Context: an optimization exercise on an open-source flow, tuned for small area. The choices shown serve that exercise and are no tape-out recipe. Only simulation tests tie the RTL to the original design; equivalence was not proved. Power and IR drop assume default switching activity.

==> flow/design.v <==
module vga_driver(
	input  clk25,
	input  rst_n,
	output [3:0] vga_red,
	output [3:0] vga_green,
	output [3:0] vga_blue,
	output reg vga_hsync,
	output reg vga_vsync,
	output [9:0] data_h,
	output [9:0] data_v,
	input [11:0] data
    );
parameter hRez   = 640;
parameter hStartSync   = 640+16;
parameter hEndSync     = 640+16+96;
parameter hMaxCount    = 640+16+96+48;
parameter vRez         = 480;
parameter vStartSync   = 480+10;
parameter vEndSync     = 480+10+2;
parameter vMaxCount    = 480+10+2+33;
parameter hsync_active  = 0;
parameter vsync_active  = 0;
reg [9:0] hCounter;
reg [9:0] vCounter;
reg blank;
wire [11:0] colour;
assign colour = (~blank) ? data : 12'd0;
assign vga_red = colour[11:8];
assign vga_green = colour[7:4];
assign vga_blue = colour[3:0];
assign data_h = (~blank) ? hCounter : 10'd0;
assign data_v = (~blank) ? vCounter : 10'd0;
always@(posedge clk25 or negedge rst_n)begin
    if (~rst_n) begin
        hCounter <= 10'b0;
        vCounter <= 10'b0;
        blank <= 1'b1;
    end
    else begin
        if( hCounter == hMaxCount-1 )begin
            hCounter <=  10'b0;
            if (vCounter == vMaxCount-1)
                vCounter <=  10'b0;
            else
                vCounter <= vCounter+1;
        end
        else
            hCounter <= hCounter+1;
        if(  vCounter  >= 480 ) begin
            blank <= 1;
        end
        else begin
            if ( hCounter  < 640 ) begin
                blank <= 0;
            end
            else
                blank <= 1;
        end
    end
end
always@(posedge clk25)begin
   	if( hCounter > hStartSync && hCounter <= hEndSync)
   		vga_hsync <= hsync_active;
   	else
   		vga_hsync <= ~ hsync_active;
   	if( vCounter >= vStartSync && vCounter < vEndSync )
   		vga_vsync <= vsync_active;
   	else
   		vga_vsync <= ~ vsync_active;
end
endmodule
module vga_display(
	input clk25,
	input rst_n,
	input [1:0] snake,
	input egg,
	input score_char,
	input [1:0] status,
	input [9:0] posx,
	input [9:0] posy,
	output reg [11:0] data
);
localparam RESTART = 2'b00;
localparam START = 2'b01;
localparam PLAY = 2'b10;
localparam DIE = 2'b11;
parameter C_BLACK    =   12'b000000000000;
parameter C_RED    =   12'b111100000000;
parameter C_GREEN    =   12'b000011110000;
parameter C_BLUE    =   12'b000000001111;
parameter C_YELLOW    =   12'b111111110000;
parameter C_WHITE    =   12'b111111111111;
parameter C_START    =   12'h349;
localparam N = 2'b00;
localparam H = 2'b01;
localparam B = 2'b10;
localparam W = 2'b11;
wire [11:0] st_display = C_START;
always @(*)begin
	if(status == RESTART || status == START)begin
	   data = st_display;
	end
	else begin
		if(egg || score_char)
			data = C_BLACK;
		else begin
			case(snake)
				N:data=C_WHITE;
				H:data=C_BLUE;
				B:data=C_GREEN;
				W:data=C_RED;
			endcase
		end
	end
end
endmodule
module key_filter #(
	parameter SCAN = 8           
)(
	input  clk,
	input  rst_n,
	input  [4:0] BOTTOM,
	output b_up,
	output b_down,
	output b_left,
	output b_right,
	output b_center
);
reg [4:0] bottom_scan;
reg [4:0] bottom_scan_d0;
reg [4:0] bottom;    
reg [24:0] b_cnt;
always @(posedge clk or negedge rst_n)begin
	if(~rst_n)begin
		b_cnt <= 25'd0;
		bottom_scan <= 5'b0;
	end
	else if(b_cnt == SCAN-1)begin
		b_cnt <= 25'd0;
		bottom_scan <= BOTTOM;
	end
	else
		b_cnt <= b_cnt + 25'd1;
end
always @(posedge clk or negedge rst_n)begin
	if(~rst_n)begin
		bottom_scan_d0 <= 5'b0;
		bottom <= 5'b0;
	end
	else begin
		bottom_scan_d0 <= bottom_scan;
		bottom <= (~bottom_scan_d0) & bottom_scan;   
	end
end
assign b_up = bottom[4];
assign b_down = bottom[3];
assign b_left = bottom[2];
assign b_right = bottom[1];
assign b_center = bottom[0];
endmodule
module game_control #(
	parameter [31:0] DIE_STEP = 32'd250    
)(
	input clk,
	input rst_n,
	input hitwall,
    input hitbody,
	input key,
	input [15:0] point,
	output reg die,
	output reg [1:0]status,
	output reg score_flag
);
	localparam RESTART = 2'b00;
	localparam START = 2'b01;
	localparam PLAY = 2'b10;
	localparam DIE = 2'b11;
	reg restart ;
	reg[31:0]cnt;
	always@(posedge clk or negedge rst_n)
	begin
		if(~rst_n) begin
			status <= RESTART;
			cnt <= 0;
			die <= 1;
			restart <= 0;
		end
		else begin
			case(status)
				RESTART:begin
					if(cnt <= 20) begin
						cnt <= cnt + 1;
						restart <= 1;
					end
					else begin
						status <= START;
						cnt <= 0;
						restart <= 0;
					end
				end
				START:begin
					if (key)
                        status <= PLAY;
					else
					    status <= START;
				end
				PLAY:begin
					if(hitwall | hitbody)
					   status <= DIE;
					else if(point[11:8]>=1'd1)
					   status <= DIE;
					else
					   status <= PLAY;
				end
				DIE:begin
					if(cnt <= 8*DIE_STEP) begin
						cnt <= cnt + 1'b1;
					   if(cnt == DIE_STEP)
					       die <= 0;
					   else if(cnt == 2*DIE_STEP)
					       die <= 1'b1;
					   else if(cnt == 3*DIE_STEP)
					       die <= 1'b0;
					   else if(cnt == 4*DIE_STEP)
					       die <= 1'b1;
					   else if(cnt == 5*DIE_STEP)
					       die <= 1'b0;
					   else if(cnt == 6*DIE_STEP)
					       die <= 1'b1;
				    end
					else if(key)
						begin
							die <= 1;
							cnt <= 0;
							status <= RESTART;
						end
					else
					      status <= DIE;
                    end
			endcase
		end
	end
    always@(posedge clk or negedge rst_n)
    begin
    	if(!rst_n) begin
			score_flag <= 1'd0;
    	end
		else if (status == DIE)
		    score_flag <= 1'd1;
	    else
		    score_flag <= 1'd0;
	end
endmodule
module snake_control #(
	parameter [31:0] CNT_MAX0 = 32'd140,
	parameter [31:0] CNT_MAX1 = 32'd100,
	parameter [31:0] CNT_MAX2 = 32'd60,
	parameter [31:0] CNT_MAX3 = 32'd20
)
(
    input clk,
    input rst_n,
    input b_left,
    input b_right,
    input b_up,
    input b_down,
	input b_center,
	input [1:0]SW,
    input [9:0]posx,
    input [9:0]posy,
    input add,
    input [1:0]status,
    input die,
    output reg [1:0]snake,
	output [6:0] score,
    output [5:0]headx,
    output [5:0]heady,
    output reg hitbody,
    output reg hitwall
);
	reg [31:0] CNT_MAX;
    localparam UP 	= 2'd0;
    localparam DOWN = 2'd1;
    localparam LEFT = 2'd2;
    localparam RIGHT= 2'd3;
    localparam N = 2'b00;    
    localparam H = 2'b01;    
    localparam B = 2'b10;    
    localparam W = 2'b11;    
    localparam RESTART = 2'b00;
    localparam PLAY = 2'b10;
	localparam SEGS = 100;
	reg [6:0]length;
    reg[31:0]cnt;
    reg[1:0]c_state_snake;
    reg[1:0]n_state_snake;
	reg	stop;
    reg [6*SEGS-1:0]cubex;
	reg [6*SEGS-1:0]cubey;
    reg [SEGS-1:0]exist;
    reg addstate;
    assign headx = cubex[5:0];
    assign heady = cubey[5:0];
	assign score = length-7'd3;
	always @(*)
		case(SW)
			2'b00:CNT_MAX=CNT_MAX0;
			2'b01:CNT_MAX=CNT_MAX1;
			2'b10:CNT_MAX=CNT_MAX2;
			2'b11:CNT_MAX=CNT_MAX3;
		endcase
	always @(posedge clk or negedge rst_n) begin
        if(~rst_n)
            stop <= 1'b0;
        else if(b_center)
            stop <= ~stop;
    end
    always @(posedge clk or negedge rst_n) begin
        if(~rst_n)
            c_state_snake <= RIGHT;
        else if(status == RESTART)
            c_state_snake <= RIGHT;
        else if(status == PLAY)
            c_state_snake <= n_state_snake;
    end
    always @(*) begin
		case ({b_up,b_down,b_left,b_right})
			4'b1000: n_state_snake = (c_state_snake != DOWN	)? UP    : c_state_snake;
			4'b0100: n_state_snake = (c_state_snake != UP	)? DOWN  : c_state_snake;
			4'b0010: n_state_snake = (c_state_snake != RIGHT)? LEFT  : c_state_snake;
			4'b0001: n_state_snake = (c_state_snake != LEFT	)? RIGHT : c_state_snake;
			default: n_state_snake = c_state_snake;
		endcase
    end
	wire wall_ahead = (c_state_snake == UP && heady == 1)|(c_state_snake == DOWN && heady == 28)|
	                  (c_state_snake == LEFT && headx == 1)|(c_state_snake == RIGHT && headx == 35);
	reg body_ahead;
	integer i;
	always @(*) begin
		body_ahead = 1'b0;
		for (i = 1; i < SEGS; i = i + 1)
			if (cubey[6*i +: 6] == heady && cubex[6*i +: 6] == headx && exist[i] == 1)
				body_ahead = 1'b1;
	end
	wire step = (status == PLAY) && (cnt > CNT_MAX) && ~stop;
    always @(posedge clk or negedge rst_n) begin
        if(~rst_n) begin
            cnt <= 0;
            hitwall <= 0;
            hitbody <= 0;
        end
        else if(status == RESTART) begin
            cnt <= 0;
			hitwall <= 0;
            hitbody <= 0;
        end
        else if(status == PLAY) begin
            cnt <= cnt + 1;
            if(cnt > CNT_MAX) begin
                cnt <= 0;
				if(~stop)begin
					if(wall_ahead)
						hitwall <= 1;
					else if(body_ahead)
						hitbody <= 1;
				end
            end
        end
    end
	reg [5:0] new_headx, new_heady;
	always @(*) begin
		new_headx = headx;
		new_heady = heady;
		case(c_state_snake)
			UP:    new_heady = heady - 1;
			DOWN:  new_heady = heady + 1;
			LEFT:  new_headx = headx - 1;
			RIGHT: new_headx = headx + 1;
		endcase
	end
	always @(posedge clk) begin
		if(status == RESTART) begin
			cubex <= {{(6*(SEGS-3)){1'b0}}, 6'd8, 6'd9, 6'd10};
			cubey <= {{(6*(SEGS-3)){1'b0}}, 6'd5, 6'd5, 6'd5};
		end
		else if(step && !wall_ahead && !body_ahead) begin
			cubex <= {cubex[6*(SEGS-1)-1:0], new_headx};
			cubey <= {cubey[6*(SEGS-1)-1:0], new_heady};
		end
	end
	always @(posedge clk or negedge rst_n) begin
        if(~rst_n) begin
            exist <= 100'd7;
            length <= 3;
            addstate <= 0;
        end
        else if (status == RESTART) begin
            exist <= 100'd7;
            length <= 3;
            addstate <= 0;
        end
        else begin
            case(addstate)
                0:begin
                    if(add) begin
                        length <= length + 1;
                        if (length < SEGS)
                            exist[length] <= 1;
                        addstate <= 1;
                    end
                end
                1:begin
                    if(~add)
                        addstate <= 0;
                end
            endcase
        end
    end
	reg body_here;
	integer j;
	always @(*) begin
		body_here = 1'b0;
		for (j = 1; j < SEGS; j = j + 1)
			if (posx[9:4] == cubex[6*j +: 6] && posy[9:4] == cubey[6*j +: 6] && exist[j] == 1)
				body_here = 1'b1;
	end
    always @(*) begin
		snake = N;
        if(posx < 640 && posy < 480) begin
            if(posx[9:4] == 0 | (posy[9:4] == 0&&posx[9:4] <= 36) | posx[9:4] == 36 | (posy[9:4] == 29&&posx[9:4] <= 36))
                snake = W;
            else if(posx[9:4] == headx && posy[9:4] == heady && exist[0] == 1)
                snake = (die == 1) ? H : N;
            else if(body_here)
                snake = (die == 1) ? B : N;
            else snake = N;
        end
    end
endmodule
module egg_fresh(
	input   clk,
	input	rst_n,
	input  [5:0] snake_x,
	input  [5:0] snake_y,
	input  [9:0] posx,
    input  [9:0] posy,
	output [5:0] egg_x,
	output [5:0] egg_y,
	output reg   egg,
	output reg 	 add
);
parameter HPOS = 10'd1;
parameter VPOS = 10'd1;
parameter WIDTH = 10'd34;
parameter HEIGHT = 10'd26;
reg [9:0] random_cnt;
reg [9:0] rand_h ;
reg [9:0] rand_v ;
always @(posedge clk or negedge rst_n)begin
	if(~rst_n)
		random_cnt <= 10'd0;
	else
		random_cnt <= random_cnt + 10'd1;
end
always @(posedge clk or negedge rst_n)begin
	if(~rst_n)
		add <= 1'b0;
	else if(snake_x==egg_x && snake_y==egg_y)
		add <= 1'b1;
	else
		add <= 1'b0;
end
always @(posedge clk)begin
	if(~rst_n)begin
		rand_h <= WIDTH / 2 + HPOS;
		rand_v <= HEIGHT / 2 + VPOS;
	end
	else if(add == 1'b1)begin
		rand_h <= random_cnt[9:1] % (WIDTH) + HPOS;
		rand_v <= random_cnt[9:1] % (HEIGHT) + VPOS;
	end
end
always @(*) begin
	egg = 1'b0;
    if(posx < 640 && posy < 480)
		if(posx[9:4] == egg_x && posy[9:4] == egg_y)
			egg = 1'b1;
end
assign egg_x = rand_h[5:0];
assign egg_y = rand_v[5:0];
endmodule
module score_display(
	input        clk,
	input        rst_n,
	input  [6:0] score,
	input  [9:0] posx,
    input  [9:0] posy,
	output reg   score_char
);
localparam FREM_X_START = 	10'd608  ;	 
localparam FREM_Y_START = 	10'd16 ;	 
localparam LENGTH		=	5'd2	;
localparam OSD_WIDTH   	=  	12'd8  ;	 
localparam OSD_HEGIHT  	=  	12'd16 ;	 
reg	 [6:0]  		score_cnt0 ;
reg	 [6:0]  		score_cnt1 ;
reg	 [5:0]  		addr ;
reg  [127:0]        char_data;
reg  [LENGTH-1:0]   score_region_active;
wire [5:0]          score_data0;
wire [5:0]          score_data1;
assign score_data0 = score/10%10;
assign score_data1 = score  %10;
always@(posedge clk)
begin
	if(posy >= FREM_Y_START && posy <= FREM_Y_START + OSD_HEGIHT - 10'd1
		&& posx >= FREM_X_START  && posx  <= FREM_X_START + OSD_WIDTH-10'd1)
        score_region_active[0] <= 1'b1;
	else
		score_region_active[0] <= 1'b0;
	if(posy >= FREM_Y_START && posy <= FREM_Y_START + OSD_HEGIHT - 10'd1
		&& posx >= FREM_X_START + OSD_WIDTH  && posx  <= FREM_X_START + OSD_WIDTH*2-10'd1)
        score_region_active[1] <= 1'b1;
	else
		score_region_active[1] <= 1'b0;
end
always@(posedge clk or negedge rst_n)
begin
    if(~rst_n) begin
        score_cnt0 <= 7'd0;
        score_cnt1 <= 7'd0;
    end
	else begin
		if(score_region_active[0] == 1'b1)
			score_cnt0 <= score_cnt0 + 7'd1;
		if(score_region_active[1] == 1'b1)
			score_cnt1 <= score_cnt1 + 7'd1;
	end
end
always@(posedge clk)
begin
	case(score_region_active)
		'b01: score_char <= (char_data[127-score_cnt0] == 1'b1)? 1'b1: 1'b0;
		'b10: score_char <= (char_data[127-score_cnt1] == 1'b1)? 1'b1: 1'b0;
		default	: score_char <= 1'b0;
	endcase
end
always@(*)
begin
	case(score_region_active)
		'b01: addr = score_data0;
		'b10: addr = score_data1;
		default	: addr = 6'd0;
	endcase
end
always@(*)
begin
	case(addr)
		6'd0: char_data = 128'h00000018244242424242424224180000;
		6'd1: char_data = 128'h000000083808080808080808083E0000;
		6'd2: char_data = 128'h0000003C4242420204081020427E0000;
		6'd3: char_data = 128'h0000003C4242020418040242423C0000;
		6'd4: char_data = 128'h000000040C0C142424447F04041F0000;
		6'd5: char_data = 128'h0000007E404040784402024244380000;
		6'd6: char_data = 128'h000000182440405C62424242221C0000;
		6'd7: char_data = 128'h0000007E420404080810101010100000;
		6'd8: char_data = 128'h0000003C4242422418244242423C0000;
		6'd9: char_data = 128'h0000003844424242463A020224180000;
		default: char_data = 128'd0;
	endcase
end
endmodule
module snake_vga(
	input clk,
	input rst_n,
	input [4:0] BOTTOM,
	input [1:0] SW,
	output [3:0] vga_red,
	output [3:0] vga_green,
	output [3:0] vga_blue,
	output vga_hsync,
	output vga_vsync,
	output [5:0] head_x,
	output [5:0] head_y,
	output [5:0] egg_x,
	output [5:0] egg_y,
	output [6:0] score,
	output [1:0] game_state
);
wire [9:0] data_h;
wire [9:0] data_v;
wire [11:0] data;
wire b_up,b_down,b_left,b_right,b_center;
wire [1:0]snake;
wire [5:0]headx;
wire [5:0]heady;
wire	hitbody;
wire	hitwall;
wire	die;
wire [1:0]status;
wire	score_flag;
wire [15:0] point = 16'd0;
wire		score_char;
wire	   egg;
wire	add;
assign head_x = headx;
assign head_y = heady;
assign game_state = status;
vga_driver u_vga_driver(
	.clk25		(clk),
	.rst_n		(rst_n),
	.vga_red	(vga_red),
	.vga_green	(vga_green),
	.vga_blue	(vga_blue),
	.vga_hsync	(vga_hsync),
	.vga_vsync	(vga_vsync),
	.data_h		(data_h),
	.data_v		(data_v),
	.data		(data)
);
vga_display u_vga_display(
	.clk25		(clk),
	.rst_n		(rst_n),
	.snake		(snake),
	.egg		(egg),
	.data   	(data),
	.status		(status),
	.posx       (data_h),
	.posy       (data_v),
	.score_char	(score_char)
);
key_filter u_key_filter(
	.clk		(clk),
	.rst_n		(rst_n),
	.BOTTOM		(BOTTOM),
	.b_up		(b_up),
	.b_down		(b_down),
	.b_left		(b_left),
	.b_right	(b_right),
	.b_center	(b_center)
);
game_control u_game_control(
    .clk		(clk),
	.rst_n		(rst_n),
	.hitwall	(hitwall),
    .hitbody	(hitbody),
	.key		(b_center),
	.die		(die),
    .status		(status),
	.score_flag	(score_flag),
	.point		(point)
);
snake_control u_snake_control (
    .clk		(clk),
    .rst_n		(rst_n),
    .b_left		(b_left),
    .b_right	(b_right),
    .b_up		(b_up),
    .b_down		(b_down),
	.b_center	(b_center),
	.SW			(SW),
    .posx		(data_h),
    .posy		(data_v),
    .add		(add),
    .status		(status),
    .die		(die),
    .snake		(snake),
	.score		(score),
    .headx		(headx),
    .heady		(heady),
    .hitbody	(hitbody),
    .hitwall    (hitwall)
);
egg_fresh u_egg_fresh(
	.clk		(clk),
	.rst_n		(rst_n),
	.snake_x	(headx),
	.snake_y	(heady),
	.posx		(data_h),
    .posy		(data_v),
	.egg_x		(egg_x),
	.egg_y		(egg_y),
	.egg		(egg),
	.add        (add)
);
score_display u_score_display(
	.clk		(clk),
	.rst_n		(rst_n),
	.score		(score),
	.posx		(data_h),
    .posy		(data_v),
	.score_char	(score_char)
);
endmodule
==> flow/run.sh <==
#!/bin/bash
# synth_recipe.tcl (not shown) runs the flow's synth.tcl, then flattens the netlist and writes it again
# the make line also repeats each setting of config.mk as NAME=value (left out here)
make -C /OpenROAD-flow-scripts/flow DESIGN_CONFIG=/design/flow/config.mk WORK_HOME=/design/flow/orfs CLKGATE_MAP_FILE= SYNTH_SCRIPT=/design/flow/synth_recipe.tcl finish
==> flow/config.mk <==
export PLATFORM = sky130hd
export DESIGN_NAME = snake_vga
export DESIGN_NICKNAME = snake_vga
export VERILOG_FILES = /design/flow/design.v
export SDC_FILE = /design/flow/constraint.sdc
export NUM_CORES = 4
export LEC_CHECK = 0
export CAP_MARGIN = 20
export CORE_MARGIN = 2
export CORE_UTILIZATION = 40
export SLEW_MARGIN = 20
==> flow/constraint.sdc <==
create_clock -name core_clock -period 40.0 [get_ports {clk}]
set_input_delay 8.0000 -clock core_clock [delete_from_list [all_inputs] [get_ports {clk}]]
set_output_delay 8.0000 -clock core_clock [all_outputs]
set_load 0.01 [all_outputs]
==> results by group <==
Placed design
  – Hpwl dp: 193 mm
  – Placed Instance Area: 89100 sq um
  – Buffers on Ports: 55
  – Gp weighted congestion: 0.940

Global routing
  – First-pass GRT wire length: 447 mm
  – Largest net degree at the start of global routing: 141
  – Vias in the first global route: 67200
  – All-Layer GR Usage: 26.5%
  – Antenna violations before repair: 10
  – Total grt overflow: 0

Critical path
  – Crit-path max FO: 32
  – Setup CP Type: reg -> out
  – Worst path bufs/invs: 4
  – Worst path slowest cell: buf_4
  – Kind of cell adding the most delay to the critical path: simple AND/OR/NAND/NOR gates
  – Kind of start point of the critical path: flip-flop
  – Delay of the slowest critical-path stage: 0.85 ns
  – CP cell instances: nor2b_4 -> buf_4 -> buf_4 -> buf_4 -> xor2_1 -> nor4_1 -> nand4_1 -> nand4_1 -> or4_1 -> nor4_1 -> nand4_1 -> a31oi_1 -> or2_2 -> ha_1 -> o21ai_0 -> a21oi_1 -> clkdlybuf4s50_1
  – CP arrival: 8.59 ns
  – Critical path data required time: 32.00 ns
  – CP endpoint kind: primary output

Power
  – Pwr dens: 36.3 nW/um^2
  – Maximum vdd drop: 0.0487 mV
  – Leak: 37.4 nW
  – Tot Pwr: 3.44 mW

Synth
  – Avg Inst Size Synth: 9.17 sq um
  – Top_reg_cell synth: dfxtp_1
  – Seq cells post-synth: 1482
  – Largest family of logic cells by synthesized area: XOR/XNOR gates
  – Cells after Synth: 9417
  – Synth Area in Compound Gates: 3.74%
  – Post-Syn Area: 86300 sq um
  – Synth Area in XOR/XNOR: 25.7%
  – Ranking of synthesized cells by area: dfxtp_1 28%, xor2_1 15%, mux2i_1 14%
  – Multiplexer share of the synthesized area: 14.2%
  – Seq/Total Area, Yosys: 35.9%
  – EDFF count, synth: 0
  – Yosys warns: 7
  – Synth Area in Adders: 0.867%
  – Area share of and/or/nand/nor cells after synthesis: 16.1%
  – Async SR Flop Fraction: 17.9%
  – Syn_nets: 9485
  – Yosys top cell area share: 28.2%
  – Synth unique cells: 107
  – Synth area leader: dfxtp_1

Routing
  – Routed len/inst: 24.7 um
  – Via count of the routed design: 69700
  – DR iter-0 viols: 6845
  – Routed wire length: 299 mm
  – Drt pass-1 iters: 5
  – Drt via density: 5.77
  – Post-DRT Antenna Nets: 0
  – DRC: 0

Floorplan
  – Die area: 220000 sq um
  – Core area: 215000 sq um
  – # rows: 170
  – Top Ports: 56
  – Die Wd: 469 um
  – Die height: 469 um
  – Initial Util: 40.2%

Timing
  – Tcrit/Tclk final: 41.5%
  – Worst Tran Pin Value: 1.18 ns
  – Total negative setup slack: 0 ns
  – Count of final setup violators: 0
  – Final hold viol count: 0
  – Final Max Slew Viols: 0
  – RSZ-0062 raised after global routing: no
  – Final Critical Period: 16.59 ns
  – Slew HR: 21.1%
  – Fmax: 60.3 MHz
  – Setup Skew: 0.0352 ns

Layout
  – # fillers: 20400
  – Final #Nets: 9170
  – Area grow syn2layout: 9.82%
  – Reg area: 31100 sq um
  – Layout cell share with drive strength beyond 1: 5.44%
  – Post-route cell area: 94800 sq um
  – Multi-input combinational cell area: 52500 sq um

Clock network
  – Setup Fix Bufs, Post-CTS: 0
  – Clock Sink Count: 1482
  – CTS root buf: clkbuf_16
  – Post-cts repair resize count: 0
  – Clk pin slew, worst setup/hold paths: 0.06 ns
  – CTS tree: yes
  – Hold_buf cts: 0
  – CTS Buf Count: 166
  – Clk buf depth: 3
  – Worst-Skew Late Latency: 0.84 ns
  – H-tree levels: 4

Hold path
  – Class of the worst hold path: reg -> reg

Job
  – Max-cap violation count: 0

Status
  – Status: timing/DRC/antenna clean
## worst register-to-register path, stage by stage, from the launching register on
cell and delay (ns):
dfxtp_4 0.38, buf_4 0.54, buf_4 0.69, buf_4 0.77, buf_4 0.73, xor2_1 0.22
nor4_1 0.08, nand4_1 0.47, nand4_1 0.26, or4_1 0.45, nor3_1 0.33, nand4_1 0.51
nor3_2 0.25, buf_4 0.78, buf_12 0.70, buf_4 1.14, buf_4 0.97, buf_4 1.10
buf_4 0.80, mux2i_1 0.30, nor2_1 0.05
## worst paths after layout
| path | startpoint | to | slack [ns] | cells past startpoint |
|---|---|---|---|---|
| hold reg to reg | u_key_filter.bottom_scan_d0[4] | u_key_filter.bottom[4] | 0.37 | 1 |
| setup reg to reg | u_snake_control.cubey[2] | u_snake_control.cubey[424] | 28.33 | 20 |
| hold / removal | u_key_filter.bottom_scan_d0[4] | u_key_filter.bottom[4] | 0.37 | 1 |
| setup / recovery | u_vga_driver.blank | vga_blue[3] | 23.41 | 17 |
| min in group asynchronous | rst_n | u_snake_control.cnt[6] | 7.20 | 1 |
| max in group asynchronous | rst_n | u_snake_control.exist[26] | 30.34 | 3 |
## synthesized netlist by cell type, drive strengths merged (47+ instances only)
library cell  instances
nand3                71
inv                  70
a21oi               189
nand2               143
nor2               1509
xnor2              1080
xor2               1455
nor3                 47
clkbuf              358
buf                 310
ha                   59
dfxtp              1216
o21ai                76
nor4                448
mux2i              1206
nand4               484
dfrtp               257
## layout by cell type, fill, tap and decap left out, types with 30 or more instances in the layout
cell type and n:
a31oi_1 30, o21ai_0 66, nand2_1 143, dfrtp_1 257, clkbuf_8 44, clkbuf_16 172, xnor2_1 1079, nor2_1 1501
dfxtp_1 1204, nor4_1 446, xor2_1 1455, nor3_1 43, inv_1 67, clkdlybuf4s50_1 54, nand4_1 484, nand3_1 71
clkbuf_1 40, and3_1 39, mux2i_1 1204, buf_4 114, nor2b_1 30, ha_1 58, a21oi_1 186
## cell type report
type	instances	share of cell area, %
Antenna cell	8	0.0211
Clock buffer	256	5.34
Clock inverter	53	0.618
Inverter	71	0.281
Multi-Input combinational cell	7196	55.4
Sequential cell	1482	32.8
Tap cell	2838	3.75
Timing Repair Buffer	185	1.83
## through the flow
stage	hold WS, ns	std cells	setup WS [ns]	utilization [%]
after global placement	0.379	11800	23.88	41.5
after global routing	0.401	12100	23.39	44.2
after floorplan	0.363	9417	27.47	-
final	0.371	12100	23.41	44.2
after CTS	0.381	12100	23.50	44.1
after detailed placement	0.382	11800	23.84	41.5
## registers in the layout (all words and copies together), names as in the netlist, 6 cells and up
name                        count
u_key_filter.b_cnt             25
u_egg_fresh.random_cnt         10
u_egg_fresh.rand_v              6
u_snake_control.exist         100
u_score_display.score_cnt1      7
u_snake_control.length          7
u_snake_control.cubey         600
u_game_control.cnt             32
u_score_display.score_cnt0      7
u_snake_control.cubex         600
u_vga_driver.hCounter          10
u_snake_control.cnt            32
u_vga_driver.vCounter          10
## kinds of logic after synthesis
group | Yosys count
DFF | 1482
adders and majority gates | 60
buffers and inverters | 739
and+or+nand+nor | 2889
muxes | 1222
xor gates and xnor gates | 2535
AOI/OAI and AO/OA | 490
## metal layers
layer	up-vias	GRT usage, %	wire length, um
met3	737	5.15	23100
met1	34600	35.4	129000
met5	-	0	81
met4	12	12.6	14800
met2	2807	40.9	132000
li1	31500	-	-
## report_power, final
group / switching, mW / leakage, nW / internal [mW]
clock network: 0.656 / 2.78 / 0.930
registers: 0.0110 / 13.4 / 1.49
logic: 0.305 / 21.2 / 0.0482
total: 0.972 / 37.4 / 2.47

## re-timing with driven ports
In the flow no input, the clock included, has a driving cell. The finished layout below was timed again as built, in two steps.
Step 1 sets driving cells, clkbuf_16 on the clock port and buf_2 on the other inputs (assumed; they add their load-dependent delay and slew).
Step 2 also shifts input and output timing later by t, the mid clock arrival at the registers, as if the neighbouring blocks saw the same clock.
a / b / c = no drivers / after step 1 / after step 2; a / b = the first two.
t (ns): 0.909
slack for setup (ns): 23.413 / 23.322 / 23.667
worst setup path at the end: input to register
worst register clock-pin slew, ns: 0.06 / 0.06
cell pins on the clock port's net: 1
After both steps setup and hold are still met in this run. For this run, drivers alone change the setup slack by -0.091 ns; drivers and shift together by +0.254 ns.
